Context: an optimization exercise on an open-source flow, tuned for a short achievable clock period and few clock cycles. The choices shown serve that exercise and are no tape-out recipe. Function was not checked in any run shown here: the RTL went through the layout flow alone. No run shown here takes its clock network from TritonCTS; it comes from the design's own scripts or RTL. The clock input has no modelled driver; a real chip could not lean on it and would need a root buffer or a full tree. No activity file was given, so power comes from the tool's default toggle rates.

## flow/run.sh

```bash
#!/bin/bash
# Own flow: the standard layout (standard.sh) with two changes:
#  - the clock tree is built by flow/pre_cts.tcl (a two-level balanced tree)
#    instead of TritonCTS;
#  - full- and half-adder cells are added to DONT_USE_CELLS (flow/dont_use.txt
#    is the platform's list plus those), so abc maps adders as plain gates.
# Every tool's output goes to the ORFS logs under orfs/logs and to standard.log.
set -euo pipefail
export PRE_CTS_TCL="$PWD/flow/pre_cts.tcl"
du="$(tr '\n' ' ' < flow/dont_use.txt)"
sed "s|\"\${@:-finish}\"|DONT_USE_CELLS=\"$du\" \"\${@:-finish}\"|" standard.sh > standard_nofa.sh
bash standard_nofa.sh ${FLOW_STANDARD_TARGETS:-} > standard.log 2>&1
```

## flow/dont_use.txt

```
sky130_fd_sc_hd__probe_p_8
sky130_fd_sc_hd__probec_p_8
sky130_fd_sc_hd__lpflow_bleeder_1
sky130_fd_sc_hd__lpflow_clkbufkapwr_1
sky130_fd_sc_hd__lpflow_clkbufkapwr_16
sky130_fd_sc_hd__lpflow_clkbufkapwr_2
sky130_fd_sc_hd__lpflow_clkbufkapwr_4
sky130_fd_sc_hd__lpflow_clkbufkapwr_8
sky130_fd_sc_hd__lpflow_clkinvkapwr_1
sky130_fd_sc_hd__lpflow_clkinvkapwr_16
sky130_fd_sc_hd__lpflow_clkinvkapwr_2
sky130_fd_sc_hd__lpflow_clkinvkapwr_4
sky130_fd_sc_hd__lpflow_clkinvkapwr_8
sky130_fd_sc_hd__lpflow_decapkapwr_12
sky130_fd_sc_hd__lpflow_decapkapwr_3
sky130_fd_sc_hd__lpflow_decapkapwr_4
sky130_fd_sc_hd__lpflow_decapkapwr_6
sky130_fd_sc_hd__lpflow_decapkapwr_8
sky130_fd_sc_hd__lpflow_inputiso0n_1
sky130_fd_sc_hd__lpflow_inputiso0p_1
sky130_fd_sc_hd__lpflow_inputiso1n_1
sky130_fd_sc_hd__lpflow_inputiso1p_1
sky130_fd_sc_hd__lpflow_inputisolatch_1
sky130_fd_sc_hd__lpflow_isobufsrc_1
sky130_fd_sc_hd__lpflow_isobufsrc_16
sky130_fd_sc_hd__lpflow_isobufsrc_2
sky130_fd_sc_hd__lpflow_isobufsrc_4
sky130_fd_sc_hd__lpflow_isobufsrc_8
sky130_fd_sc_hd__lpflow_isobufsrckapwr_16
sky130_fd_sc_hd__lpflow_lsbuf_lh_hl_isowell_tap_1
sky130_fd_sc_hd__lpflow_lsbuf_lh_hl_isowell_tap_2
sky130_fd_sc_hd__lpflow_lsbuf_lh_hl_isowell_tap_4
sky130_fd_sc_hd__lpflow_lsbuf_lh_isowell_4
sky130_fd_sc_hd__lpflow_lsbuf_lh_isowell_tap_1
sky130_fd_sc_hd__lpflow_lsbuf_lh_isowell_tap_2
sky130_fd_sc_hd__lpflow_lsbuf_lh_isowell_tap_4
sky130_fd_sc_hd__fill_1
sky130_fd_sc_hd__fill_2
sky130_fd_sc_hd__fill_4
sky130_fd_sc_hd__fill_8
sky130_fd_sc_hd__fa_1
sky130_fd_sc_hd__fa_2
sky130_fd_sc_hd__fa_4
sky130_fd_sc_hd__ha_1
sky130_fd_sc_hd__ha_2
sky130_fd_sc_hd__ha_4
sky130_fd_sc_hd__a2111o_1
sky130_fd_sc_hd__a2111o_2
sky130_fd_sc_hd__a2111o_4
sky130_fd_sc_hd__a2111oi_0
sky130_fd_sc_hd__a2111oi_1
sky130_fd_sc_hd__a2111oi_2
sky130_fd_sc_hd__a2111oi_4
sky130_fd_sc_hd__a311o_1
sky130_fd_sc_hd__a311o_2
sky130_fd_sc_hd__a311o_4
sky130_fd_sc_hd__a311oi_1
sky130_fd_sc_hd__a311oi_2
sky130_fd_sc_hd__a311oi_4
sky130_fd_sc_hd__clkdlybuf4s15_1
sky130_fd_sc_hd__clkdlybuf4s15_2
sky130_fd_sc_hd__clkdlybuf4s18_1
sky130_fd_sc_hd__clkdlybuf4s18_2
sky130_fd_sc_hd__clkdlybuf4s25_1
sky130_fd_sc_hd__clkdlybuf4s25_2
sky130_fd_sc_hd__clkdlybuf4s50_1
sky130_fd_sc_hd__clkdlybuf4s50_2
sky130_fd_sc_hd__dlygate4sd1_1
sky130_fd_sc_hd__dlygate4sd2_1
sky130_fd_sc_hd__dlygate4sd3_1
sky130_fd_sc_hd__dlymetal6s2s_1
sky130_fd_sc_hd__dlymetal6s4s_1
sky130_fd_sc_hd__dlymetal6s6s_1
sky130_fd_sc_hd__nor3_1
sky130_fd_sc_hd__nor3_2
sky130_fd_sc_hd__nor3_4
sky130_fd_sc_hd__nor3b_1
sky130_fd_sc_hd__nor3b_2
sky130_fd_sc_hd__nor3b_4
sky130_fd_sc_hd__nor4_1
sky130_fd_sc_hd__nor4_2
sky130_fd_sc_hd__nor4_4
sky130_fd_sc_hd__nor4b_1
sky130_fd_sc_hd__nor4b_2
sky130_fd_sc_hd__nor4b_4
sky130_fd_sc_hd__nor4bb_1
sky130_fd_sc_hd__nor4bb_2
sky130_fd_sc_hd__nor4bb_4
sky130_fd_sc_hd__o2111a_1
sky130_fd_sc_hd__o2111a_2
sky130_fd_sc_hd__o2111a_4
sky130_fd_sc_hd__o2111ai_1
sky130_fd_sc_hd__o2111ai_2
sky130_fd_sc_hd__o2111ai_4
sky130_fd_sc_hd__o311a_1
sky130_fd_sc_hd__o311a_2
sky130_fd_sc_hd__o311a_4
sky130_fd_sc_hd__o311ai_0
sky130_fd_sc_hd__o311ai_1
sky130_fd_sc_hd__o311ai_2
sky130_fd_sc_hd__o311ai_4
sky130_fd_sc_hd__or3_1
sky130_fd_sc_hd__or3_2
sky130_fd_sc_hd__or3_4
sky130_fd_sc_hd__or3b_1
sky130_fd_sc_hd__or3b_2
sky130_fd_sc_hd__or3b_4
sky130_fd_sc_hd__or4_1
sky130_fd_sc_hd__or4_2
sky130_fd_sc_hd__or4_4
sky130_fd_sc_hd__or4b_1
sky130_fd_sc_hd__or4b_2
sky130_fd_sc_hd__or4b_4
sky130_fd_sc_hd__or4bb_1
sky130_fd_sc_hd__or4bb_2
sky130_fd_sc_hd__or4bb_4
sky130_fd_sc_hd__mux4_1
sky130_fd_sc_hd__mux4_2
sky130_fd_sc_hd__mux4_4
```

## flow/mycts.tcl

```tcl
# Manual two-level clock tree: R root buffers driven by the clock port, each driving
# some of K leaf buffers; each leaf buffer drives a cluster of flip-flops (capacitated k-means).
proc mycts_kmeans {xs ys K cap} {
  set n [llength $xs]
  set cx {}; set cy {}
  set idx [lsort -real -indices $xs]
  for {set k 0} {$k < $K} {incr k} {
    set i [lindex $idx [expr {int(($k + 0.5) * $n / $K)}]]
    lappend cx [lindex $xs $i]; lappend cy [lindex $ys $i]
  }
  for {set iter 0} {$iter < 40} {incr iter} {
    set cnt [lrepeat $K 0]
    set asg [lrepeat $n -1]
    set pairs {}
    for {set i 0} {$i < $n} {incr i} {
      set x [lindex $xs $i]; set y [lindex $ys $i]
      for {set k 0} {$k < $K} {incr k} {
        set dx [expr {$x-[lindex $cx $k]}]; set dy [expr {$y-[lindex $cy $k]}]
        lappend pairs [list [expr {$dx*$dx+$dy*$dy}] $i $k]
      }
    }
    set pairs [lsort -real -index 0 $pairs]
    set left $n
    foreach p $pairs {
      lassign $p d i k
      if {[lindex $asg $i] >= 0} continue
      if {[lindex $cnt $k] >= $cap} continue
      lset asg $i $k
      lset cnt $k [expr {[lindex $cnt $k]+1}]
      incr left -1
      if {$left == 0} break
    }
    set sx [lrepeat $K 0.0]; set sy [lrepeat $K 0.0]
    for {set i 0} {$i < $n} {incr i} {
      set k [lindex $asg $i]
      lset sx $k [expr {[lindex $sx $k] + [lindex $xs $i]}]
      lset sy $k [expr {[lindex $sy $k] + [lindex $ys $i]}]
    }
    for {set k 0} {$k < $K} {incr k} {
      set c [lindex $cnt $k]
      if {$c > 0} {
        lset cx $k [expr {[lindex $sx $k] / $c}]
        lset cy $k [expr {[lindex $sy $k] / $c}]
      }
    }
  }
  return [list $asg $cx $cy $cnt]
}

proc mycts_build {K R leafm rootm} {
  set db [ord::get_db]
  set block [ord::get_db_block]
  set clknet [$block findNet clk]
  set sinks [$clknet getITerms]
  set n [llength $sinks]
  set xs {}; set ys {}
  foreach it $sinks {
    set bb [[$it getInst] getBBox]
    lappend xs [expr {([$bb xMin]+[$bb xMax])/2.0}]
    lappend ys [expr {([$bb yMin]+[$bb yMax])/2.0}]
  }
  lassign [mycts_kmeans $xs $ys $K [expr {int(ceil(1.1 * $n / $K))}]] asg cx cy cnt
  lassign [mycts_kmeans $cx $cy $R [expr {int(ceil(1.0 * $K / $R))}]] rasg rx ry rcnt
  puts "MYCTS sinks $n leaves $K roots $R leafcounts $cnt rootcounts $rcnt"
  set lm [$db findMaster $leafm]
  set rm [$db findMaster $rootm]
  set rnets {}
  for {set r 0} {$r < $R} {incr r} {
    set b [odb::dbInst_create $block $rm "clkroot_$r"]
    $b setLocation [expr {int([lindex $rx $r])}] [expr {int([lindex $ry $r])}]
    $b setPlacementStatus PLACED
    [$b findITerm A] connect $clknet
    set rn [odb::dbNet_create $block "clkroot_net_$r"]
    $rn setSigType CLOCK
    [$b findITerm X] connect $rn
    lappend rnets $rn
  }
  set lnets {}
  for {set k 0} {$k < $K} {incr k} {
    set b [odb::dbInst_create $block $lm "clkleaf_$k"]
    $b setLocation [expr {int([lindex $cx $k])}] [expr {int([lindex $cy $k])}]
    $b setPlacementStatus PLACED
    [$b findITerm A] connect [lindex $rnets [lindex $rasg $k]]
    set ln [odb::dbNet_create $block "clkleaf_net_$k"]
    $ln setSigType CLOCK
    [$b findITerm X] connect $ln
    lappend lnets $ln
  }
  for {set i 0} {$i < $n} {incr i} {
    set it [lindex $sinks $i]
    $it disconnect
    $it connect [lindex $lnets [lindex $asg $i]]
  }
  $clknet setSigType CLOCK
}
```

## flow/pre_cts.tcl

```tcl
# PRE_CTS_TCL hook: replace TritonCTS with a two-level balanced clock tree
# (4 root buffers on the clock port, each driving about 6 leaf buffers, each
# leaf buffer driving a cluster of about 21 flip-flops; see mycts.tcl).
source [file join [file dirname [info script]] mycts.tcl]
rename clock_tree_synthesis orig_clock_tree_synthesis
proc clock_tree_synthesis {args} {
  mycts_build 24 4 sky130_fd_sc_hd__clkbuf_16 sky130_fd_sc_hd__clkbuf_16
}
```

## standard.sh

```bash
#!/bin/bash
# synth_recipe.tcl (not shown) runs the flow's synth.tcl, then flattens the netlist and writes it again
# the make line also repeats each setting of config.mk as NAME=value (left out here)
make -C /OpenROAD-flow-scripts/flow DESIGN_CONFIG=/design/flow/config.mk WORK_HOME=/design/flow/orfs CLKGATE_MAP_FILE= SYNTH_SCRIPT=/design/flow/synth_recipe.tcl "${@:-finish}"
```

## config.mk

```make
export PLATFORM = sky130hd
export DESIGN_NAME = top
export DESIGN_NICKNAME = top
export VERILOG_FILES = /design/flow/design.v
export SDC_FILE = /design/flow/constraint.sdc
export NUM_CORES = 8
export LEC_CHECK = 0
export CAP_MARGIN = 20
export CORE_MARGIN = 2
export CORE_UTILIZATION = 40
export SETUP_SLACK_MARGIN = 3.0
export SLEW_MARGIN = 20
export SYNTH_HIERARCHICAL = 1
export SYNTH_MINIMUM_KEEP_SIZE = 0
```

## constraint.sdc

```tcl
create_clock -name core_clock -period 4.2 [get_ports {clk}]
set_input_delay 0.8400 -clock core_clock [delete_from_list [all_inputs] [get_ports {clk}]]
set_output_delay 0.8400 -clock core_clock [all_outputs]
set_load 0.01 [all_outputs]
```

## design.v

```verilog
`timescale 1ns / 1ps
module nextpc (
    input logic reset,
    input logic cap,
    input logic [15:0] inst,
    input logic [4:0] pc,
    input logic halted,
    input logic bp_cur,
    input logic d_v,   
    input logic d_br,   
    input logic d_halt,   
    input logic ex_br,   
    input logic ex_halt,   
    output logic pred,
    output logic take,
    output logic [4:0] pc_f,
    output logic halted_d   
);
  logic is_br;
  logic [4:0] tgt, pc_seq;
  assign is_br = (inst[15:13] == 3'b101);
  assign tgt = inst[12:8];
  assign pc_seq = halted ? 5'd0 : pc + 5'd1;
  assign pred = (inst[7:4] == inst[3:0]) || bp_cur;
  assign take = is_br && pred && !halted;
  always_comb
    if (reset) pc_f = cap ? (is_br ? tgt : 5'd1) : 5'd0;
    else if (take) pc_f = tgt;
    else pc_f = pc_seq;
  logic is_halt, halt_now;
  assign is_halt = (inst[15:13] == 3'b111);
  assign halt_now = (is_halt && !(d_v && (d_br || d_halt)) && !ex_br) ||
                    (d_v && d_halt && !ex_br) || ex_halt;
  assign halted_d = reset ? (cap && is_halt) : (halted || halt_now);
endmodule
`timescale 1ns / 1ps
module add8 (
    input  logic [7:0] a,
    input  logic [7:0] b,
    output logic [7:0] s
);
  assign s = a + b;
endmodule
`timescale 1ns / 1ps
module brres (
    input  logic [7:0] a,
    input  logic [7:0] b,
    input  logic br,
    input  logic pred,
    input  logic reset,
    output logic taken,
    output logic mispredict
);
  assign taken = (a == b);
  assign mispredict = !reset && br && (pred ? !taken : taken);
endmodule
`timescale 1ns / 1ps
module mux2 #(
    parameter int WIDTH = 8
) (
    input logic [WIDTH - 1:0] d0,
    input logic [WIDTH - 1:0] d1,
    input logic s,
    output logic [WIDTH - 1:0] y
);
  assign y = s ? d1 : d0;
endmodule
module fwd8 (
    input  logic [7:0] d0,
    input  logic [7:0] d1,
    input  logic s,
    output logic [7:0] y
);
  assign y = d0 | (d1 & {8{s}});
endmodule
`timescale 1ns / 1ps
module bpnext (
    input logic [31:0] bp_rot,
    input logic [4:0] pc,
    input logic take,
    input logic reset,
    input logic mispredict,
    input logic ex_bpa,
    output logic bp_d
);
  logic [31:0] oh;
  logic seq;
  always_comb
    for (int j = 0; j < 32; j++) oh[j] = (pc == 5'(j));
  assign seq = (oh & bp_rot) != 32'd0;
  assign bp_d = mispredict ? ex_bpa : (!reset && !take && seq);
endmodule
`timescale 1ns / 1ps
module fctl (
    input logic [15:0] inst,
    input logic reset,   
    input logic d_v,
    input logic d_wr,
    input logic d_add,
    input logic d_st,
    input logic [3:0] d_dst,
    input logic [3:0] d_sta,
    input logic ex_wr,
    input logic [3:0] ex_dst,
    output logic is_st,
    output logic is_ld,
    output logic is_add,
    output logic is_br,
    output logic is_halt,
    output logic f_wr,
    output logic [3:0] dst,
    output logic [3:0] sta,
    output logic [15:0] rb_oh,
    output logic [15:0] ra_r,
    output logic [15:0] rb_r,
    output logic [15:0] st_r,
    output logic ra_s,
    output logic ra_l,
    output logic ra_w,
    output logic rb_s,
    output logic rb_l,
    output logic rb_w,
    output logic st_s,
    output logic st_l,
    output logic st_w,
    output logic st_k,
    output logic fwm
);
  logic [2:0] op;
  logic imm;
  logic [3:0] rd, ra, rb;
  assign op = inst[15:13];
  assign imm = inst[12];
  assign rd = inst[11:8];
  assign ra = inst[7:4];
  assign rb = inst[3:0];
  assign is_st = (op == 3'b000);
  assign is_ld = (op == 3'b001);
  assign is_add = (op == 3'b010);
  assign is_br = (op == 3'b101);
  assign is_halt = (op == 3'b111);
  assign f_wr = is_ld || is_add;
  assign dst = (is_ld && !imm) ? ra : rd;
  assign sta = imm ? rd : ra;
  logic [15:0] ra_oh;
  always_comb
    for (int j = 0; j < 16; j++) begin
      ra_oh[j] = (ra == 4'(j));
      rb_oh[j] = (rb == 4'(j));
    end
  logic ea, eb, wa, wb, live;
  assign live = !reset;
  assign ea = live && d_v && d_wr && (d_dst == ra);
  assign eb = live && d_v && d_wr && (d_dst == rb);
  assign wa = live && ex_wr && (ex_dst == ra);
  assign wb = live && ex_wr && (ex_dst == rb);
  assign ra_r = (reset || ea || wa) ? 16'd0 : ra_oh;
  assign rb_r = (reset || eb || wb) ? 16'd0 : rb_oh;
  assign st_r = (reset || imm || eb || wb) ? 16'd0 : rb_oh;
  assign ra_s = ea && d_add;
  assign ra_l = ea && !d_add;
  assign ra_w = !ea && wa;
  assign rb_s = eb && d_add;
  assign rb_l = eb && !d_add;
  assign rb_w = !eb && wb;
  assign st_s = !imm && eb && d_add;
  assign st_l = !imm && eb && !d_add;
  assign st_w = !imm && !eb && wb;
  assign st_k = imm;
  assign fwm = live && d_v && d_st && (d_sta == rb);
endmodule
`timescale 1ns / 1ps
`timescale 1ns / 1ps
`timescale 1ns / 1ps
`timescale 1ns / 1ps
`timescale 1ns / 1ps
module top (
    input logic clk,
    input logic reset,
    output logic [4:0] curr_inst_addr,
    input logic [15:0] curr_inst,
    output logic write_enable_dmem,
    output logic [3:0] write_addr_dmem,
    output logic [7:0] write_data_dmem,
    output logic halted
);
  logic [7:0] rf[16];
  logic [7:0] dm[16];
  logic [4:0] pc;
  logic [4:0] pc_o;   
  logic halted_r;
  logic [31:0] bp_t;
  logic bp_cur;   
  logic d_v, d_st, d_add, d_br, d_halt, d_wr, d_imm, d_pred;
  logic [7:0] d_k8;
  logic [3:0] d_dst, d_sta;
  logic [15:0] d_rb;
  logic d_fwm;
  logic [4:0] d_pc1, d_tgt, d_pc;
  logic [15:0] d_ra_r, d_rb_r, d_st_r;
  logic d_ra_s, d_ra_l, d_ra_w;
  logic d_rb_s, d_rb_l, d_rb_w;
  logic d_st_s, d_st_l, d_st_w, d_st_k;
  logic ex_wr, ex_add, ex_br, ex_halt, ex_pred, ex_bpa;
  logic [3:0] ex_dst;
  logic [15:0] ex_we;   
  logic [7:0] ex_a, ex_b, ex_l;
  logic [4:0] ex_alt;   
  logic [31:0] ex_bpc;   
  logic bu_v, bu_t;
  logic [31:0] bu_a;
  logic w_v;
  logic [15:0] w_we;
  logic [7:0] w_d;
  logic st_v;
  logic [3:0] st_a;
  logic [7:0] st_d;
  logic [15:0] st_we;   
  assign curr_inst_addr = pc_o;
  assign write_enable_dmem = st_v;
  assign write_addr_dmem = st_a;
  assign write_data_dmem = st_d;
  assign halted = halted_r;
  logic [7:0] sum, res;
  logic taken;
  add8 add (
      .a(ex_a),
      .b(ex_b),
      .s(sum)
  );
  mux2 #(8) res_mux (
      .d0(ex_l),
      .d1(sum),
      .s (ex_add),
      .y (res)
  );
  logic mispredict;
  brres cmp (
      .a(ex_a),
      .b(ex_b),
      .br(ex_br),
      .pred(ex_pred),
      .reset(reset),
      .taken(taken),
      .mispredict(mispredict)
  );
  logic [7:0] a_e, b_e, s_e, a_n, b_n, s_n, dmb;
  always_comb begin
    a_e = (ex_l & {8{d_ra_l}}) | (w_d & {8{d_ra_w}});
    b_e = (ex_l & {8{d_rb_l}}) | (w_d & {8{d_rb_w}});
    s_e = (ex_l & {8{d_st_l}}) | (w_d & {8{d_st_w}}) | (d_k8 & {8{d_st_k}});
    dmb = 8'd0;
    for (int j = 0; j < 16; j++) begin
      a_e = a_e | (rf[j] & {8{d_ra_r[j]}});
      b_e = b_e | (rf[j] & {8{d_rb_r[j]}});
      s_e = s_e | (rf[j] & {8{d_st_r[j]}});
      dmb = dmb | (dm[j] & {8{d_rb[j]}});
    end
  end
  fwd8 a_mux (
      .d0(a_e),
      .d1(sum),
      .s (d_ra_s),
      .y (a_n)
  );
  fwd8 b_mux (
      .d0(b_e),
      .d1(sum),
      .s (d_rb_s),
      .y (b_n)
  );
  fwd8 s_mux (
      .d0(s_e),
      .d1(sum),
      .s (d_st_s),
      .y (s_n)
  );
  logic [7:0] m_n;
  assign m_n = d_fwm ? st_d : dmb;
  logic is_st, is_ld, is_add, is_br, is_halt, f_wr;
  logic [3:0] dst, sta;
  logic [15:0] rb_oh, ra_r, rb_r, st_r;
  logic ra_s, ra_l, ra_w, rb_s, rb_l, rb_w, st_s, st_l, st_w, st_k, fwm;
  fctl fc (
      .inst(curr_inst),
      .reset(reset),
      .d_v(d_v),
      .d_wr(d_wr),
      .d_add(d_add),
      .d_st(d_st),
      .d_dst(d_dst),
      .d_sta(d_sta),
      .ex_wr(ex_wr),
      .ex_dst(ex_dst),
      .is_st(is_st),
      .is_ld(is_ld),
      .is_add(is_add),
      .is_br(is_br),
      .is_halt(is_halt),
      .f_wr(f_wr),
      .dst(dst),
      .sta(sta),
      .rb_oh(rb_oh),
      .ra_r(ra_r),
      .rb_r(rb_r),
      .st_r(st_r),
      .ra_s(ra_s),
      .ra_l(ra_l),
      .ra_w(ra_w),
      .rb_s(rb_s),
      .rb_l(rb_l),
      .rb_w(rb_w),
      .st_s(st_s),
      .st_l(st_l),
      .st_w(st_w),
      .st_k(st_k),
      .fwm(fwm)
  );
  logic r0cap;
  logic cap;
  assign cap = !r0cap && (pc == 5'd0);
  logic pred, take, bp_d, halted_d;
  logic [4:0] pc_f, pc_d;
  nextpc npc (
      .reset(reset),
      .cap(cap),
      .inst(curr_inst),
      .pc(pc),
      .halted(halted_r),
      .bp_cur(bp_cur),
      .d_v(d_v),
      .d_br(d_br),
      .d_halt(d_halt),
      .ex_br(ex_br),
      .ex_halt(ex_halt),
      .pred(pred),
      .take(take),
      .pc_f(pc_f),
      .halted_d(halted_d)
  );
  mux2 #(5) pc_mux (
      .d0(pc_f),
      .d1(ex_alt),
      .s (mispredict),
      .y (pc_d)
  );
  bpnext bpn (
      .bp_rot({bp_t[0], bp_t[31:1]}),
      .pc(pc),
      .take(take),
      .reset(reset),
      .mispredict(mispredict),
      .ex_bpa(ex_bpa),
      .bp_d(bp_d)
  );
  logic [4:0] pc_od;
  mux2 #(5) pc_mux_o (
      .d0(pc_f),
      .d1(ex_alt),
      .s (mispredict),
      .y (pc_od)
  );
  logic f_ok, d_ok;
  assign f_ok = !halted_r && !(d_v && d_halt) && !ex_halt && !mispredict;
  assign d_ok = d_v && !mispredict;
  logic [4:0] pc1;
  assign pc1 = pc + 5'd1;
  always_ff @(posedge clk) begin
    pc <= pc_d;
    pc_o <= pc_od;
    bp_cur <= bp_d;
    halted_r <= halted_d;
    if (reset) begin
      r0cap <= cap;
      d_v <= cap;
      ex_wr <= 1'b0;
      ex_br <= 1'b0;
      ex_halt <= 1'b0;
      bu_v <= 1'b0;
      w_v <= 1'b0;
      st_v <= 1'b0;
      bp_t <= 32'd0;
    end else begin
      r0cap <= 1'b0;
      d_v <= f_ok;
      ex_wr <= d_ok && d_wr;
      ex_br <= d_ok && d_br;
      ex_halt <= d_ok && d_halt;
      w_v <= ex_wr;
      st_v <= d_ok && d_st;
      bu_v <= ex_br;
      if (bu_v) bp_t <= bu_t ? (bp_t | bu_a) : (bp_t & ~bu_a);
    end
  end
  always_ff @(posedge clk) begin
    d_st <= is_st;
    d_add <= is_add;
    d_br <= is_br;
    d_halt <= is_halt;
    d_wr <= f_wr;
    d_imm <= curr_inst[12];
    d_k8 <= curr_inst[7:0];
    d_dst <= dst;
    d_sta <= sta;
    d_rb <= rb_oh;
    d_pred <= pred || reset;
    d_pc1 <= pc1;
    d_tgt <= curr_inst[12:8];
    d_pc <= pc;
    d_ra_r <= ra_r;
    d_rb_r <= rb_r;
    d_st_r <= st_r;
    {d_ra_s, d_ra_l, d_ra_w} <= {ra_s, ra_l, ra_w};
    {d_rb_s, d_rb_l, d_rb_w} <= {rb_s, rb_l, rb_w};
    {d_st_s, d_st_l, d_st_w, d_st_k} <= {st_s, st_l, st_w, st_k};
    d_fwm <= fwm;
  end
  always_ff @(posedge clk) begin
    ex_add <= d_add;
    ex_dst <= d_dst;
    ex_we <= 16'd1 << d_dst;
    ex_a <= a_n;
    ex_b <= b_n;
    ex_l <= d_imm ? d_k8 : m_n;
    ex_pred <= d_pred;
    ex_alt <= d_pred ? d_pc1 : d_tgt;
    ex_bpa <= d_pred ? bp_t[d_pc1] : bp_t[d_tgt];
    ex_bpc <= 32'd1 << d_pc;
    st_a <= d_sta;
    st_we <= 16'd1 << d_sta;
    st_d <= s_n;
  end
  always_ff @(posedge clk) begin
    bu_t <= taken;
    bu_a <= ex_bpc;
    w_we <= ex_we;
    w_d <= res;
  end
  always_ff @(posedge clk)
    for (int i = 0; i < 16; i++)
      if (reset) rf[i] <= 8'd0;
      else if (w_v && w_we[i]) rf[i] <= w_d;
  always_ff @(posedge clk)
    for (int i = 0; i < 16; i++)
      if (reset) dm[i] <= 8'd0;
      else if (st_v && st_we[i]) dm[i] <= st_d;
endmodule
```

==> flow_summary.ini, run 1 <==
[pwr]
ir_drop_mv = 0.336
p_per_area_mw_per_mm2 = 321
p_leak_nw = 10.9

[timing]
setup_viol = 0
slew_headroom_pct = 48.4
period_needed_ps = 2150
rsz0062_at_grt = true
slew_viol_final = 0
worst_slew_pin_slew_ps = 772
setup_tns_ps = 0
skew_ps = 45.7
fmax_mhz = 464
final_hold_viol_count = 0
period_share_pct = 51.3

[synth]
synth_area_mm2 = 0.0235
synth_flop_cell = dfxtp_1
postSynthCellCount = 2683
yosysUniqueCellTypes = 73
synth_nets = 2701
synth_area_per_cell_um2 = 8.78
ys_warn_count = 12
synthArstFlopShare_pct = 0
synth_edf_count = 0
seq_area_frac_synth_pct = 50.1
synth_seq_cells = 589

[run_status]
status = no timing/DRC/antenna violations

[die]
pin_count = 37
coreArea_mm2 = 0.0579
dieArea_mm2 = 0.0608
die_x_um = 247
start_util_pct = 40.7
row_count = 88
die_h_um = 247

[setup_path]
cp-end-kind = flop
crit_fanout = 5
cp.arrival_ps = 2420
required_ps = 4460
cp-start-kind = flop
path_class = reg2reg

[grt]
antenna_found_initial = 1
grt.total_usage_pct = 32.8
grt_max_degree = 65
grt_pass1_vias = 21300
grt_pass1_wl_mm = 148
gr-total-overflow = 0

[detailed_routing]
wl_per_cell_um = 28.8
drc = 0
dr.pass1.iters = 6
routed_wl_mm = 104
viasPerCell = 6.35
dr.first_iter.drc_count = 2809
vias = 22900
detail-route-antenna-nets = 0

[final_layout]
final_nets = 2857
final-instance-count-excl-fill = 3602
filler_cell_count = 5024
drive_gt1_share_pct = 37.1
antenna_cells = 0
area.growth.synth_to_final_pct = 35.6

[placed_design]
dp.cells = 3261
port-buffer-count = 36
place.gp.congestion = 1.06
place_hpwl_mm = 65.1

[min_path]
min-delay-path-class = reg2reg

[run]
cap_violations = 0

[clock_tree]
clk_latency_ps = 380
path_clk_slew_ps = 100
## critical path: stages (launching register included)
cell	delay [ps]
dfxtp_4	390
xnor2_4	180
nand4_1	130
buf_6	170
buf_2	150
o31ai_4	230
buf_6	160
buf_6	100
buf_8	90
buf_8	100
mux2_2	340
## cells by family (layout without fill, tap and decap cells)
group | count (synthesis) | in the layout | synth area share (%)
flip-flops | 589 | 589 | 50.1
AND/OR/NAND/NOR | 1039 | 1044 | 20.6
adder cells (fa/ha/maj) | 2 | 2 | 0.0903
AO/OA/AOI/OAI | 677 | 679 | 19.3
multiplexers | 62 | 62 | 3.00
buffers and inverters | 260 | 407 | 4.75
XOR/XNOR | 54 | 54 | 2.14
## cell type report
cell class	instances	area, um^2	area share, %
plain buffers	28	701	2.19
inverters	13	57.6	0.180
multi-input cells	1841	13700	43.0
flip-flops and latches	589	12200	38.1
well taps	765	957	3.00
repair buffers	365	4310	13.5
repair inverters	1	5.00	0.0157
## layout by cell type (no fill, tap or decap), types with 48 or more instances in the layout
cell        n
dfxtp_1   436
nand2_1   404
nand3_1   300
a21oi_2   279
buf_6     110
buf_1      94
nor2_1     91
dfxtp_4    77
a22o_1     76
dfxtp_2    76
a22oi_1    66
a221oi_2   60
nand4_1    51
buf_16     48
## synth_stat cells (2+ instances only)
| cell | instances | share of area [%] |
|---|---|---|
| clkbuf_2 | 2 | 0.043 |
| a22o_1 | 80 | 3.0 |
| or2b_1 | 2 | 0.064 |
| o2bb2ai_1 | 4 | 0.15 |
| buf_1 | 34 | 0.54 |
| a31oi_1 | 3 | 0.080 |
| a32oi_1 | 4 | 0.15 |
| and3_1 | 40 | 1.1 |
| and4b_1 | 15 | 0.64 |
| mux2_4 | 9 | 0.57 |
| o31ai_1 | 2 | 0.064 |
| buf_6 | 10 | 0.48 |
| buf_4 | 7 | 0.22 |
| a222oi_1 | 12 | 0.51 |
| nand3b_1 | 8 | 0.26 |
| and2_1 | 3 | 0.080 |
| nand2b_1 | 18 | 0.48 |
| buf_2 | 9 | 0.19 |
| nand3_1 | 302 | 6.4 |
| o21ai_0 | 32 | 0.68 |
| nand2_1 | 423 | 6.7 |
| a21o_1 | 24 | 0.77 |
| a22oi_1 | 99 | 3.2 |
| xor2_1 | 11 | 0.41 |
| or2_2 | 11 | 0.29 |
| clkbuf_1 | 183 | 2.9 |
| nand4b_1 | 3 | 0.11 |
| nor2_1 | 140 | 2.2 |
| a21oi_1 | 292 | 6.2 |
| o32ai_1 | 2 | 0.074 |
| nand4_1 | 51 | 1.4 |
| o21bai_1 | 2 | 0.064 |
| o21ai_1 | 2 | 0.043 |
| xnor2_1 | 39 | 1.5 |
| a211oi_1 | 4 | 0.13 |
| xnor2_2 | 4 | 0.28 |
| mux2_2 | 21 | 1.0 |
| o22ai_1 | 3 | 0.080 |
| inv_1 | 13 | 0.21 |
| mux2i_1 | 30 | 1.3 |
| dfxtp_1 | 589 | 50 |
| a221oi_1 | 96 | 3.6 |
| o211ai_1 | 5 | 0.16 |
| nor2b_1 | 11 | 0.29 |
## per-stage QoR
stage                     utilization [%]  setup slack [ps]  power (mW)  hold slack (ps)  area [um^2]
after detailed placement             44.1              1250        6.83              312        25500
after CTS                            53.1              2070        9.54              312        30700
after global routing                 55.1              1980        10.5              337        31900
final                                55.1              2050        10.3              331        31900
after global placement               44.0              1290        6.82              310        25500
after floorplan                         -              2110        6.65              310        26300
## registers in the layout (all words and copies together), names as in the netlist, 32 cells and up, named ones only
name / flops
bu_a: 32
dm: 128
ex_bpc: 32
rf: 128
## what timing repair did
action	4_1_cts	5_1_grt
endpoints found under the setup margin	474	442
resized for setup	697	248
pin swaps	98	68
endpoints found under the hold margin	0	0
setup buffers	174	75
hold buffers	0	0
cloned	59	5
## power by group
| part | switching [mW] | leakage (nW) | internal (mW) | total [mW] |
|---|---|---|---|---|
| Clock | 1.71 | 0.345 | 1.21 | 2.91 |
| Combinational | 0.678 | 5.70 | 0.653 | 1.33 |
| Sequential | 0.300 | 4.86 | 5.71 | 6.01 |
## modules after synthesis, one instance, submodules excluded, a selection
| module | flops+latches | cells | area (um^2) |
|---|---|---|---|
| fctl | 0 | 200 | 1280 |
| top | 589 | 2274 | 20600 |
| add8 | 0 | 50 | 345 |
| fwd8 | 0 | 9 | 71.3 |
| nextpc | 0 | 40 | 300 |
| bpnext | 0 | 58 | 418 |
| brres | 0 | 15 | 114 |
## path summary, 6_finish.rpt
| check | startpoint | to | slack [ps] | cells past startpoint |
|---|---|---|---|---|
| setup / recovery | ex_a[4] | pc[4] | 2050 | 10 |
| hold / removal | ex_we[1] | w_we[1] | 330 | 0 |
| setup reg to reg | ex_a[4] | pc[4] | 2050 | 10 |
| hold reg to reg | ex_we[1] | w_we[1] | 330 | 0 |
## layer usage
layer  up-vias  GRT usage [%]  part of all wire [%]
met5         -              0                     0
met4         0           7.30                   3.1
met3       230           8.46                    11
met2      1327           49.4                    42
met1     11400           46.8                    43
li1       9930              -                     -
==> run 2, diff against run 1 <==
--- a/design.v
+++ b/design.v
@@ -40,5 +40,26 @@
     output logic [7:0] s
 );
-  assign s = a + b;
+  logic [7:0] g0, p0, g1, p1, g2, p2, g3;
+  assign g0 = a & b;
+  assign p0 = a ^ b;
+  always_comb begin
+    g1[0] = g0[0];
+    p1[0] = p0[0];
+    for (int i = 1; i < 8; i++) begin
+      g1[i] = g0[i] | (p0[i] & g0[i-1]);
+      p1[i] = p0[i] & p0[i-1];
+    end
+    for (int i = 0; i < 2; i++) begin
+      g2[i] = g1[i];
+      p2[i] = p1[i];
+    end
+    for (int i = 2; i < 8; i++) begin
+      g2[i] = g1[i] | (p1[i] & g1[i-2]);
+      p2[i] = p1[i] & p1[i-2];
+    end
+    for (int i = 0; i < 4; i++) g3[i] = g2[i];
+    for (int i = 4; i < 8; i++) g3[i] = g2[i] | (p2[i] & g2[i-4]);
+  end
+  assign s = p0 ^ {g3[6:0], 1'b0};
 endmodule
 `timescale 1ns / 1ps
@@ -74,20 +95,22 @@
   assign y = d0 | (d1 & {8{s}});
 endmodule
+module ao21 (
+    input  logic a,
+    input  logic b,
+    input  logic c,
+    output logic y
+);
+  assign y = a | (b & c);
+endmodule
 `timescale 1ns / 1ps
-module bpnext (
-    input logic [31:0] bp_rot,
-    input logic [4:0] pc,
-    input logic take,
-    input logic reset,
-    input logic mispredict,
-    input logic ex_bpa,
-    output logic bp_d
+module bpsel (
+    input logic [31:0] bp,
+    input logic [4:0] a,
+    output logic y
 );
   logic [31:0] oh;
-  logic seq;
   always_comb
-    for (int j = 0; j < 32; j++) oh[j] = (pc == 5'(j));
-  assign seq = (oh & bp_rot) != 32'd0;
-  assign bp_d = mispredict ? ex_bpa : (!reset && !take && seq);
+    for (int j = 0; j < 32; j++) oh[j] = (a == 5'(j));
+  assign y = (oh & bp) != 32'd0;
 endmodule
 `timescale 1ns / 1ps
@@ -188,5 +211,4 @@
   logic [7:0] dm[16];
   logic [4:0] pc;
-  logic [4:0] pc_o;   
   logic halted_r;
   logic [31:0] bp_t;
@@ -217,5 +239,5 @@
   logic [7:0] st_d;
   logic [15:0] st_we;   
-  assign curr_inst_addr = pc_o;
+  assign curr_inst_addr = pc;
   assign write_enable_dmem = st_v;
   assign write_addr_dmem = st_a;
@@ -320,4 +342,10 @@
   logic cap;
   assign cap = !r0cap && (pc == 5'd0);
+  logic bp_seq;
+  bpsel bps (
+      .bp({bp_t[0], bp_t[31:1]}),
+      .a (pc),
+      .y (bp_seq)
+  );
   logic pred, take, bp_d, halted_d;
   logic [4:0] pc_f, pc_d;
@@ -345,19 +373,11 @@
       .y (pc_d)
   );
-  bpnext bpn (
-      .bp_rot({bp_t[0], bp_t[31:1]}),
-      .pc(pc),
-      .take(take),
-      .reset(reset),
-      .mispredict(mispredict),
-      .ex_bpa(ex_bpa),
-      .bp_d(bp_d)
-  );
-  logic [4:0] pc_od;
-  mux2 #(5) pc_mux_o (
-      .d0(pc_f),
-      .d1(ex_alt),
-      .s (mispredict),
-      .y (pc_od)
+  logic seq_ok;
+  assign seq_ok = !mispredict && !take && !reset;
+  ao21 bp_ao (
+      .a(mispredict && ex_bpa),
+      .b(seq_ok),
+      .c(bp_seq),
+      .y(bp_d)
   );
   logic f_ok, d_ok;
@@ -368,5 +388,4 @@
   always_ff @(posedge clk) begin
     pc <= pc_d;
-    pc_o <= pc_od;
     bp_cur <= bp_d;
     halted_r <= halted_d;
==> run 2 against run 1 <==
  * Largest cell class unchanged
  * Combinational power rose by 8%
  * Setup slack improved by 260 ps
  * Sequential share of layout area fell by 0.75 points
  * Utilization up 0.88 points
  * Die area down 0.43%
  * Final cell count rose by 1.5%
==> flow_summary.ini, run 2 <==
[run_status]
status = no timing/DRC/antenna violations

[grt]
gr-total-overflow = 0
grt_pass1_vias = 21700
grt_max_degree = 65
antenna_found_initial = 2
grt.total_usage_pct = 35.3
grt_pass1_wl_mm = 157

[die]
dieArea_mm2 = 0.0606
die_h_um = 246
coreArea_mm2 = 0.0578
die_x_um = 246
start_util_pct = 40.6
row_count = 88
pin_count = 37

[synth]
synth_nets = 2695
synth_edf_count = 0
synth_common_cells = dfxtp_1, nand2_1, a21oi_1, nand3_1, clkbuf_1
synth_flop_cell = dfxtp_1
yosysUniqueCellTypes = 70
synthTopCellsByArea = dfxtp_1, nand2_1, a21oi_1
synth_top_area_share_pct = 49.9
synth_seq_cells = 584
ys_warn_count = 13
seq_area_frac_synth_pct = 49.9
yosysMostFrequentCell = dfxtp_1
synthArstFlopShare_pct = 0
yosysTopAreaCell = dfxtp_1
synth_area_mm2 = 0.0234
synth_area_per_cell_um2 = 8.76
postSynthCellCount = 2677

[pwr]
p_sw_share_pct = 26.6
ir_drop_mv = 0.297
p_comb_share_pct = 14.0
power_frac_seq_pct = 57.6
p_clk_share_pct = 28.4
p_leak_nw = 11.1
p_total_mw = 10.3
p_int_mw = 7.55
p_per_area_mw_per_mm2 = 318
p_sw_mw = 2.73

[final_layout]
final_cell_mix = dfxtp_1, nand2_1, nand3_1
largestRegisters = dm (128), rf (128)
drive_gt1_share_pct = 37.9
final_nets = 2909
filler_cell_count = 4826
area.growth.synth_to_final_pct = 38.1
multi_input_area_mm2 = 0.0138
fin_area_mm2 = 0.0324
layout_commonest_cell = dfxtp_1
regArea_mm2 = 0.0121

[clock_tree]
ctsHoldBuffers = 0
clk_latency_ps = 380
path_clk_slew_ps = 100

[setup_path]
cp-end-kind = flop
cp.arrival_ps = 2200
required_ps = 4510
cp-start-kind = flop
crit_fanout = 5
path_class = reg2reg

[timing]
slew_headroom_pct = 53.1
skew_ps = 36.9
final_hold_viol_count = 0
fmax_mhz = 529
holdWs_ps = 334
rsz0062_at_grt = true
period_share_pct = 45.0
setup_viol = 0
worst_slew_pin_slew_ps = 704
slew_viol_final = 0
period_needed_ps = 1890
setup_tns_ps = 0

[min_path]
min-delay-path-class = reg2reg

[detailed_routing]
wl_per_cell_um = 30.8
drc = 0
routed_wl_mm = 113
dr.pass1.iters = 10
viasPerCell = 6.41
detail-route-antenna-nets = 0
vias = 23400
dr.first_iter.drc_count = 3149

[placed_design]
place.gp.congestion = 0.986
place_hpwl_mm = 67.1
place_area_mm2 = 0.0253
port-buffer-count = 36

[run]
cap_violations = 0
==> run 2: through the flow <==
stage	util, %	worst slack, ps	instances
floorplan	-	2170	2677
global placement	43.8	1330	3245
detailed placement	43.8	1270	3245
CTS	53.3	2140	3552
global route	56.0	2200	3654
finish	56.0	2310	3655
==> run 2: path summary, 6_finish.rpt <==
kind,from,endpoint,slack [ps],depth (start not counted)
worst max-delay path,ex_b[1],ex_halt,2310,9
worst min-delay path,ex_we[13],w_we[13],330,0
worst max register to register,ex_b[1],ex_halt,2310,9
worst min register to register,ex_we[13],w_we[13],330,0
==> run 2: kinds of logic after synthesis <==
kind of cell    count (synthesis)  share of synthesized area [%]
flops                         584                           49.9
xor+xnor                       55                           2.25
compound gates                691                           19.9
simple gates                 1030                           20.4
mux                            54                           2.63
buf+inv                       263                           4.92
==> run 2: repair_timing <==
item / in CTS / in global routing
resized for setup: 674 / 278
gates cloned: 61 / 0
pin swaps: 127 / 93
setup endpoints to repair: 462 / 451
setup buffers: 218 / 102
endpoints found under the hold margin: 0 / 0
==> run 2: area by class of cell <==
class                      count  share of cell area, %
inverter                      13                  0.170
antenna                        1                0.00773
timing repair inverter         1                 0.0155
tap                          765                   2.96
sequential                   584                   37.4
timing repair buffer         427                   14.6
buffer                        28                   2.16
multi-input combinational   1836                   42.7
==> run 2: power groups by stage <==
stage	sequential, mW	combinational (mW)	clock, mW
finish	5.92	1.44	2.92
global route	5.93	1.49	3.14
CTS	6.06	1.24	2.19
detailed placement	6.18	0.596	0
global placement	6.18	0.588	0
floorplan	5.91	0.701	0
==> run 2: worst max-delay path, cell delays in order (launching register included) <==
cell	delay, ps
dfxtp_4	390
xnor2_2	150
nand4_1	110
buf_6	170
o211ai_1	290
o31ai_4	140
buf_2	160
nor2_4	140
buf_2	140
and3_1	140
==> run 2: per-module statistics from Yosys, one instance, submodules excluded, a selection <==
| module | cells inside | flip-flops and latches |
|---|---|---|
| bpsel | 59 | 0 |
| fwd8 | 9 | 0 |
| add8 | 50 | 0 |
| top | 2271 | 584 |
| brres | 15 | 0 |
| ao21 | 1 | 0 |
==> run 2: per-layer routing <==
metal	share of wire (%)	vias up	wire [um]	track usage [%]
met5	0.11	-	126	0
met4	3.3	6	3690	8.56
met3	12	301	13000	9.00
met2	42	1537	47500	51.7
met1	43	11600	48200	51.3
li1	-	10000	-	-
==> run 3, diff against run 2 <==
--- a/config.mk
+++ b/config.mk
@@ -9,5 +9,5 @@
 export CORE_MARGIN = 2
 export CORE_UTILIZATION = 40
-export SETUP_SLACK_MARGIN = 3.0
+export SETUP_SLACK_MARGIN = 2.7
 export SLEW_MARGIN = 20
 export SYNTH_HIERARCHICAL = 1
==> run 3 against run 2 <==
  * Still clean on timing, DRC and antenna
  * Total power fell by 1.3%
  * Combinational power down about 10%
  * Clock skew increased by 21 ps
  * Critical path depth stayed put
  * Via count shrank 0.24%
  * Synthesized area stayed put
  * Highest routed layer is now met4
==> flow_summary.ini, run 3 <==
[run_status]
status = no timing/DRC/antenna violations

[synth]
synth_nets = 2695
synth-xor-area-share_pct = 2.25
synth_compound_area_share_pct = 19.9
synth_edf_count = 0
synth_area_mm2 = 0.0234
ys_warn_count = 13
synth_top_family_by_area = simple AND/OR/NAND/NOR gates
seq_area_frac_synth_pct = 49.9
synth_common_cells = dfxtp_1, nand2_1, a21oi_1, nand3_1, clkbuf_1
synth.area.mux_share_pct = 2.63
synth_flop_cell = dfxtp_1
synthTopCellsByArea = dfxtp_1, nand2_1, a21oi_1
synth_seq_cells = 584
yosysMostFrequentCell = dfxtp_1
postSynthCellCount = 2677
synthAdderAreaFrac_pct = 0
yosysUniqueCellTypes = 70
yosys.area_share.simple_pct = 20.4
synthArstFlopShare_pct = 0
synth_area_per_cell_um2 = 8.76
synth_top_area_share_pct = 49.9
yosysTopAreaCell = dfxtp_1

[die]
coreArea_mm2 = 0.0578
start_util_pct = 40.6
die_h_um = 246
die_x_um = 246
dieArea_mm2 = 0.0606
pin_count = 37
row_count = 88

[pwr]
p_clk_share_pct = 28.8
p_sw_mw = 2.68
power_frac_seq_pct = 58.5
p_comb_share_pct = 12.7
p_sw_share_pct = 26.4
p_leak_nw = 10.5
p_int_mw = 7.46
ir_drop_mv = 0.365
p_per_area_mw_per_mm2 = 331

[timing]
slew_headroom_pct = 49.9
setup_tns_ps = 0
slew_viol_final = 0
final_hold_viol_count = 0
worst_slew_pin_slew_ps = 750
period_needed_ps = 1930
setup_viol = 0
fmax_mhz = 517
period_share_pct = 46.0
skew_ps = 58.2
rsz0062_at_grt = true

[placed_design]
place.gp.congestion = 1.09
place_area_mm2 = 0.0237
place_hpwl_mm = 61.7
port-buffer-count = 36

[setup_path]
cp.arrival_ps = 2180
required_ps = 4450
crit_fanout = 6
path_class = reg2reg
cp-end-kind = flop
cp-start-kind = flop

[detailed_routing]
wl_met3_mm = 12.4
met2_wirelength_mm = 45.1
routed_wl_mm = 105
dr.first_iter.drc_count = 3722
detail-route-antenna-nets = 0
drc = 0
wl_per_cell_um = 29.4
viasPerCell = 6.53
top_layer_used = met4
dr.pass1.iters = 6
vias = 23400
wl_met1_mm = 41.6

[grt]
grt_max_degree = 65
grt.total_usage_pct = 33.3
grt_pass1_vias = 22400
gr-total-overflow = 0
antenna_found_initial = 1
grt_pass1_wl_mm = 151

[final_layout]
drive_gt1_share_pct = 30.6
final_cell_mix = dfxtp_1, nand2_1, nand3_1
filler_cell_count = 5033
layout_commonest_cell = dfxtp_1
final_nets = 2831
area.growth.synth_to_final_pct = 30.7
largestRegisters = dm (128), rf (128)
fin_area_mm2 = 0.0306

[clock_tree]
ctsHoldBuffers = 0
path_clk_slew_ps = 100
clk_latency_ps = 400

[run]
cap_violations = 0

[min_path]
min-delay-path-class = reg2reg
run 3: final timing paths:
check	from	end	slack [ps]	cells after the start
min reg2reg	ex_bpc[23]	bu_a[23]	330	0
max	ex_b[2]	d_v	2270	9
min	ex_bpc[23]	bu_a[23]	330	0
max reg2reg	ex_b[2]	d_v	2270	9
run 3: critical path: stages (launching register included):
cell     delay, ps
dfxtp_4        390
xnor2_2        170
nand4_1        120
buf_6          180
buf_6          120
o31ai_4        290
buf_6          160
nor2_4          40
buf_6          120
a31o_2         190
run 3: kinds of logic (layout without fill, tap and decap cells):
logic type,count (synthesis),count (layout)
other cells,0,2
buf+inv,263,389
flops,584,584
mux,54,54
compound gates,691,693
simple gates,1030,1036
xor+xnor,55,55
run 3: routing by layer:
metal  global-route usage [%]  vias to the layer above
li1                         -                     9876
met1                     44.0                    11400
met2                     51.3                     1648
met3                     8.91                      425
met4                     13.5                        0
met5                        0                        -
run 3: Yosys stat by module, one instance, submodules excluded, excerpt:
module / copies in the design / cells inside
add8: 1 / 50
bpsel: 1 / 59
ao21: 1 / 1
top: 1 / 2271
brres: 1 / 15
fctl: 1 / 200
nextpc: 1 / 40
fwd8: 3 / 9
run 3: what timing repair did:
| action | in CTS | in global routing |
|---|---|---|
| gates resized for setup | 781 | 277 |
| setup endpoints to repair | 452 | 315 |
| endpoints found under the hold margin | 0 | 0 |
| pin swaps | 97 | 74 |
| buffers inserted | 155 | 87 |
| cloned | 55 | 1 |
run 3: area by class of cell:
type                            count  area, um^2  share of cell area, %
Timing Repair inverter              1        7.51                 0.0245
Antenna cell                        2        5.00                 0.0163
Timing Repair Buffer              347        3880                   12.6
Buffer                             28         701                   2.29
Inverter                           13        56.3                  0.184
Multi-Input combinational cell   1838       13100                   42.7
Sequential cell                   584       12000                   39.0
Tap cell                          765         957                   3.12
run 3: metrics by stage:
stage                     util (%)  std cells  power, mW  hold slack (ps)  setup slack [ps]
final                         53.0       3578       10.1              331              2270
after global routing          53.0       3577       10.4              335              2180
after floorplan                  -       2677       6.49              310              2170
after detailed placement      41.0       3250       6.72              312              1270
after global placement        41.0       3250       6.71              310              1330
after CTS                     50.8       3488       9.38              312              2100
run 3: power by group through the flow:
stage / Combinational [mW] / Clock (mW) / Sequential [mW]
2_1_floorplan: 0.588 / 0 / 5.90
6_report: 1.29 / 2.92 / 5.94
3_3_place_gp: 0.578 / 0 / 6.13
5_1_grt: 1.34 / 3.13 / 5.95
3_5_place_dp: 0.587 / 0 / 6.13
4_1_cts: 1.12 / 2.19 / 6.08
==> run 4, diff against run 3 <==
--- a/flow/pre_cts.tcl
+++ b/flow/pre_cts.tcl
@@ -5,4 +5,4 @@
 rename clock_tree_synthesis orig_clock_tree_synthesis
 proc clock_tree_synthesis {args} {
-  mycts_build 24 4 sky130_fd_sc_hd__clkbuf_16 sky130_fd_sc_hd__clkbuf_16
+  mycts_build 20 4 sky130_fd_sc_hd__clkbuf_16 sky130_fd_sc_hd__clkbuf_16
 }
--- a/config.mk
+++ b/config.mk
@@ -9,5 +9,5 @@
 export CORE_MARGIN = 2
 export CORE_UTILIZATION = 40
-export SETUP_SLACK_MARGIN = 2.7
+export SETUP_SLACK_MARGIN = 3.0
 export SLEW_MARGIN = 20
 export SYNTH_HIERARCHICAL = 1
==> run 4 against run 3 <==
  * Final cell count increased by 0.95%
  * Clock skew decreased by 27 ps
  * Sequential power about the same
  * Synthesized cell count unchanged
==> flow_summary.ini, run 4 <==
[synth]
synth_flop_cell = dfxtp_1
yosys.area_share.simple_pct = 20.4
synth_compound_area_share_pct = 19.9
synth_area_mm2 = 0.0234
yosysTopAreaCell = dfxtp_1
synth_seq_cells = 584
synth_nets = 2695
synthAdderAreaFrac_pct = 0
yosysMostFrequentCell = dfxtp_1
synth_top_area_share_pct = 49.9
seq_area_frac_synth_pct = 49.9
synth-xor-area-share_pct = 2.25
synth_area_per_cell_um2 = 8.76
synth.area.mux_share_pct = 2.63
yosysUniqueCellTypes = 70
ys_warn_count = 13
synthTopCellsByArea = dfxtp_1, nand2_1, a21oi_1
synthArstFlopShare_pct = 0
synth_top_family_by_area = simple AND/OR/NAND/NOR gates
synth_common_cells = dfxtp_1, nand2_1, a21oi_1, nand3_1, clkbuf_1
postSynthCellCount = 2677
synth_edf_count = 0

[final_layout]
final-instance-count-excl-fill = 3612
drive_gt1_share_pct = 37.4
filler_cell_count = 4880
area.growth.synth_to_final_pct = 36.1
layout_commonest_cell = dfxtp_1
final_nets = 2866
largestRegisters = dm (128), rf (128)
final_cell_mix = dfxtp_1, nand2_1, nand3_1

[die]
row_count = 88
start_util_pct = 40.6
die_h_um = 246
dieArea_mm2 = 0.0606
coreArea_mm2 = 0.0578
pin_count = 37
die_x_um = 246

[timing]
skew_ps = 31.1
fin_ws_ps = 2280
setup_viol = 0
rsz0062_at_grt = true
setup_tns_ps = 0
slew_viol_final = 0
holdWs_ps = 337
slew_headroom_pct = 53.0
fmax_mhz = 522
period_share_pct = 45.6
final_hold_viol_count = 0
period_needed_ps = 1920
worst_slew_pin_slew_ps = 706

[detailed_routing]
routed_wl_mm = 110
dr.pass1.iters = 7
wl_per_cell_um = 30.6
drc = 0
viasPerCell = 6.39
dr.first_iter.drc_count = 3174
detail-route-antenna-nets = 0
vias = 23100

[grt]
grt_pass1_wl_mm = 156
grt.total_usage_pct = 35.0
antenna_found_initial = 4
gr-total-overflow = 0
grt_pass1_vias = 21600
grt_max_degree = 65

[setup_path]
path_class = reg2reg
cp.arrival_ps = 2180
required_ps = 4470
cp-end-kind = flop
crit_fanout = 5
cp-start-kind = flop

[min_path]
min-delay-path-class = reg2reg

[pwr]
p_per_area_mw_per_mm2 = 314
p_int_mw = 7.38
p_comb_share_pct = 13.9
ir_drop_mv = 0.389
power_frac_seq_pct = 59.0
p_clk_share_pct = 27.0
p_leak_nw = 10.9
p_sw_share_pct = 26.5
p_sw_mw = 2.66

[placed_design]
port-buffer-count = 36
place_ws_ps = 1270
place.gp.congestion = 0.986
dp.cells = 3245
place_hpwl_mm = 67.1

[clock_tree]
path_clk_slew_ps = 120
clk_latency_ps = 380

[run_status]
status = no timing/DRC/antenna violations

[run]
cap_violations = 0
==> run 4: per-stage QoR <==
step	util, %	power [mW]	instance area, um^2
after floorplan	-	6.61	26200
final	55.2	10.0	31900
after detailed placement	43.8	6.78	25300
after global placement	43.8	6.77	25300
after CTS	53.0	9.29	30700
after global routing	55.2	10.3	31900
==> run 4: repair_timing <==
item	4_1_cts	5_1_grt
hold endpoints to repair	0	0
hold buffers	0	0
cloned	60	0
endpoints found under the setup margin	462	453
resized for setup	678	267
pin swaps	122	98
setup buffers	204	78
==> run 4: layer usage <==
layer	share of wire, %	vias up	GRT usage [%]
li1	-	9951	-
met1	43	11400	50.0
met2	42	1438	51.4
met3	12	300	9.83
met4	3.7	6	8.89
met5	0.11	-	1.39
==> run 4: kinds of logic (layout without fill, tap and decap cells) <==
logic type                count (synthesis)  in the layout
and+or+nand+nor                        1030           1034
xor gates and xnor gates                 55             55
AOI/OAI and AO/OA                       691            693
DFF                                     584            584
buffers and inverters                   263            426
other                                     0              1
muxes                                    54             54
==> run 4: path summary, 6_finish.rpt <==
kind                   from  endpoint  slack [ps]  cells past startpoint
hold / removal    ex_bpc[7]   bu_a[7]         340                      0
setup reg to reg    ex_b[3]       d_v        2280                      9
setup / recovery    ex_b[3]       d_v        2280                      9
hold reg to reg   ex_bpc[7]   bu_a[7]         340                      0
==> run 4: final cells by class <==
class	count	area [um^2]	share of cell area, %
inverter	13	55.1	0.173
tap	765	957	3.00
antenna	1	2.50	0.00784
buffer	24	601	1.88
timing repair buffer	388	4450	13.9
sequential	584	12100	38.0
multi-input combinational	1836	13700	43.0
timing repair inverter	1	5.00	0.0157
==> run 4: critical path, cell delays in order, from the launching register on <==
cell and delay (ps):
dfxtp_4 390, xnor2_2 180, nand4_1 130, buf_6 160, buf_2 150, o31ai_4 230, buf_2 180, nor2_4 50
buf_2 110, a31o_2 230
==> run 4: power groups by stage <==
stage | registers [mW] | clock network (mW) | logic, mW
floorplan | 5.91 | 0 | 0.701
global placement | 6.18 | 0 | 0.588
detailed placement | 6.18 | 0 | 0.596
CTS | 6.06 | 2.00 | 1.24
global route | 5.93 | 2.91 | 1.45
finish | 5.92 | 2.71 | 1.40
==> run 4: per-module statistics from Yosys, one instance, submodules excluded, a selection <==
module	times used	cells
fctl	1	200
ao21	1	1
bpsel	1	59
add8	1	50
nextpc	1	40
fwd8	3	9
==> run 5, diff against run 4 <==
--- a/flow/pre_cts.tcl
+++ b/flow/pre_cts.tcl
@@ -5,4 +5,4 @@
 rename clock_tree_synthesis orig_clock_tree_synthesis
 proc clock_tree_synthesis {args} {
-  mycts_build 20 4 sky130_fd_sc_hd__clkbuf_16 sky130_fd_sc_hd__clkbuf_16
+  mycts_build 28 4 sky130_fd_sc_hd__clkbuf_16 sky130_fd_sc_hd__clkbuf_16
 }
==> run 5 against run 4 <==
  * Global-route usage up 0.11 points
  * Maximum frequency is 4.5% lower
  * Worst hold slack got worse by 7.1 ps
  * Synthesized cell count did not move
  * Clock skew fell by 1.7 ps
  * Synthesized area unchanged
  * First-iteration DRC count is 0.88% higher
  * Sequential cell count stayed put
  * Via count grew 1.3%
  * Clock power is 14% higher
  * Wire length increased by 0.78%
==> flow_summary.ini, run 5 <==
[pwr]
p_sw_share_pct = 26.2
p_leak_nw = 11.0
ir_drop_mv = 0.291
p_total_mw = 10.4
p_clk_share_pct = 29.8
p_sw_mw = 2.73
p_int_mw = 7.68
power_frac_seq_pct = 56.9
p_per_area_mw_per_mm2 = 324
p_comb_share_pct = 13.3

[detailed_routing]
vias = 23400
dr.first_iter.drc_count = 3202
detail-route-antenna-nets = 0
routed_wl_mm = 111
dr.pass1.iters = 6
wl_per_cell_um = 30.7
viasPerCell = 6.45
drc = 0

[timing]
setup_tns_ps = 0
setup_viol = 0
final_hold_viol_count = 0
slew_headroom_pct = 53.8
period_share_pct = 47.8
rsz0062_at_grt = true
skew_ps = 29.4
period_needed_ps = 2010
slew_viol_final = 0
fmax_mhz = 498
worst_slew_pin_slew_ps = 693

[setup_path]
cp.arrival_ps = 2260
cp-start-kind = flop
cp.buffers_inverters = 3
r2r-start = ex_b[3]
crit_slowest_cell = dfxtp_4
reg2reg_slack_ps = 2190
required_ps = 4450
reg2reg_depth = 8
timing.rr.end = pc[4]
cp-end-kind = flop
crit_fanout = 6
critPathTopFamily = buffers and inverters
max_stage_delay_ps = 390
path_class = reg2reg
path_cells = xnor2_2, nand4_1, buf_6, o211ai_1, o31ai_4, buf_2, buf_8, mux2_4

[synth]
synthTopCellsByArea = dfxtp_1, nand2_1, a21oi_1
synth_top_area_share_pct = 49.9
synth_flop_cell = dfxtp_1
synth_nets = 2695
yosysUniqueCellTypes = 70
synthArstFlopShare_pct = 0
synth_area_per_cell_um2 = 8.76
synth_edf_count = 0
synth_area_mm2 = 0.0234
ys_warn_count = 13
yosysMostFrequentCell = dfxtp_1
seq_area_frac_synth_pct = 49.9
yosysTopAreaCell = dfxtp_1
synth_common_cells = dfxtp_1, nand2_1, a21oi_1, nand3_1, clkbuf_1
synth_seq_cells = 584
postSynthCellCount = 2677

[final_layout]
drive_gt1_share_pct = 37.3
filler_cell_count = 4886
multi_input_area_mm2 = 0.0137
final_nets = 2880
area.growth.synth_to_final_pct = 37.2
layout_commonest_cell = dfxtp_1
regArea_mm2 = 0.0121
final_cell_mix = dfxtp_1, nand2_1, nand3_1
final-instance-count-excl-fill = 3627
largestRegisters = dm (128), rf (128)

[run]
cap_violations = 0

[min_path]
min-delay-path-class = reg2reg
min_to = bu_a[26]
min_from = ex_bpc[26]
hold_depth = 0

[die]
pin_count = 37
start_util_pct = 40.6
die_x_um = 246
row_count = 88
coreArea_mm2 = 0.0578
die_h_um = 246
dieArea_mm2 = 0.0606

[placed_design]
place.gp.congestion = 0.986
port-buffer-count = 36
place_hpwl_mm = 67.1
dp.cells = 3245

[grt]
antenna_found_initial = 5
grt_max_degree = 65
grt_pass1_wl_mm = 156
gr-total-overflow = 0
grt_pass1_vias = 21700
grt.total_usage_pct = 35.1

[clock_tree]
path_clk_slew_ps = 90
clk_latency_ps = 380

[run_status]
status = no timing/DRC/antenna violations
## run 5: cell counts after synthesis
Identical to the previous run, type by type.
## run 5: worst max path at each step
stage / start / endpoint / slack (ps) / depth (start not counted)
detailed placement: curr_inst[2] / d_st_r[5] / 1270 / 5
global placement: curr_inst[3] / d_st_r[15] / 1330 / 5
global route: ex_b[3] / pc[1] / 2120 / 8
finish: ex_b[3] / pc[4] / 2190 / 8
floorplan: curr_inst[2] / d_st_r[10] / 2170 / 7
CTS: curr_inst[6] / pc[2] / 2150 / 6
## run 5: layer usage
layer	share of wire (%)	global-route usage (%)	up-vias
met4	3.9	9.36	8
met2	42	51.2	1593
met1	43	50.8	11500
met5	0.14	1.39	-
li1	-	-	9975
met3	12	9.10	294
## run 5: kinds of logic after synthesis
family | count (synthesis) | synth area share [%]
multiplexers | 54 | 2.63
AND/OR/NAND/NOR | 1030 | 20.4
AO/OA/AOI/OAI | 691 | 19.9
flip-flops | 584 | 49.9
buffers and inverters | 263 | 4.92
XOR/XNOR | 55 | 2.25
## run 5: power groups by stage
stage          combinational (mW)  sequential (mW)  clock [mW]
2_1_floorplan               0.701             5.91           0
3_3_place_gp                0.588             6.18           0
3_5_place_dp                0.596             6.18           0
4_1_cts                      1.21             6.06        2.38
5_1_grt                      1.44             5.94        3.34
6_report                     1.38             5.93        3.10
## run 5: area by class of cell
type,instances,area share [%]
diodes,2,0.0156
plain buffers,32,2.49
inverters,13,0.171
multi-input cells,1836,42.6
flip-flops and latches,584,37.6
well taps,765,2.98
repair buffers,394,14.1
repair inverters,1,0.0156
## run 5: stage by stage
stage / hold slack (ps) / util [%] / setup slack (ps) / cell area [um^2]
after floorplan: 310 / - / 2170 / 26200
after global placement: 310 / 43.8 / 1330 / 25300
after detailed placement: 312 / 43.8 / 1270 / 25300
after CTS: 312 / 53.2 / 2150 / 30800
after global routing: 336 / 55.6 / 2120 / 32100
final: 330 / 55.6 / 2190 / 32200
## run 5: modules after synthesis, one instance, submodules excluded, a selection
module	cells	flip-flops and latches	copies in the design	cell area, um^2
brres	15	0	1	114
fwd8	9	0	3	71.3
add8	50	0	1	364
bpsel	59	0	1	430
fctl	200	0	1	1280
ao21	1	0	1	7.51
nextpc	40	0	1	300
top	2271	584	1	20500
## run 5: what timing repair did
| action | CTS | global route |
|---|---|---|
| setup buffers | 196 | 91 |
| hold endpoints to repair | 0 | 0 |
| resized for setup | 663 | 274 |
| setup endpoints to repair | 462 | 454 |
| cloned | 60 | 1 |
| pin swaps | 133 | 96 |
| hold buffers | 0 | 0 |

==> port drivers added, routing unchanged <==
No port has a modelled driver above. Below, the same layouts with a new extraction and two added sets of constraints.
Step 1 assumes that a clkbuf_16 drives the clock port and a buf_2 every other input.
Step 2 moves the port delays by t, midway between the first and last clock arrival at a register: inputs arrive t later, outputs are due t later. That takes back most of the time a late clock gives input paths.
Three values: no drivers, after step 1, after step 2; two values: the first two.
| run | shift t [ns] | slack for setup (ns) | worst setup path after step 2 |
|---|---|---|---|
| run 1 | 0.486 | 2.046 / 2.046 / 1.771 | input to register |
| run 2 | 0.502 | 2.310 / 2.252 / 1.915 | input to register |
| run 3 | 0.502 | 2.267 / 2.268 / 1.898 | input to register |
| run 4 | 0.501 | 2.284 / 2.249 / 1.917 | input to register |
| run 5 | 0.503 | 2.194 / 2.194 / 1.840 | input to register |
After both steps every run listed still meets setup and hold. For run 2, which loses most, drivers alone change the setup slack by -0.058 ns; drivers and shift together by -0.395 ns.
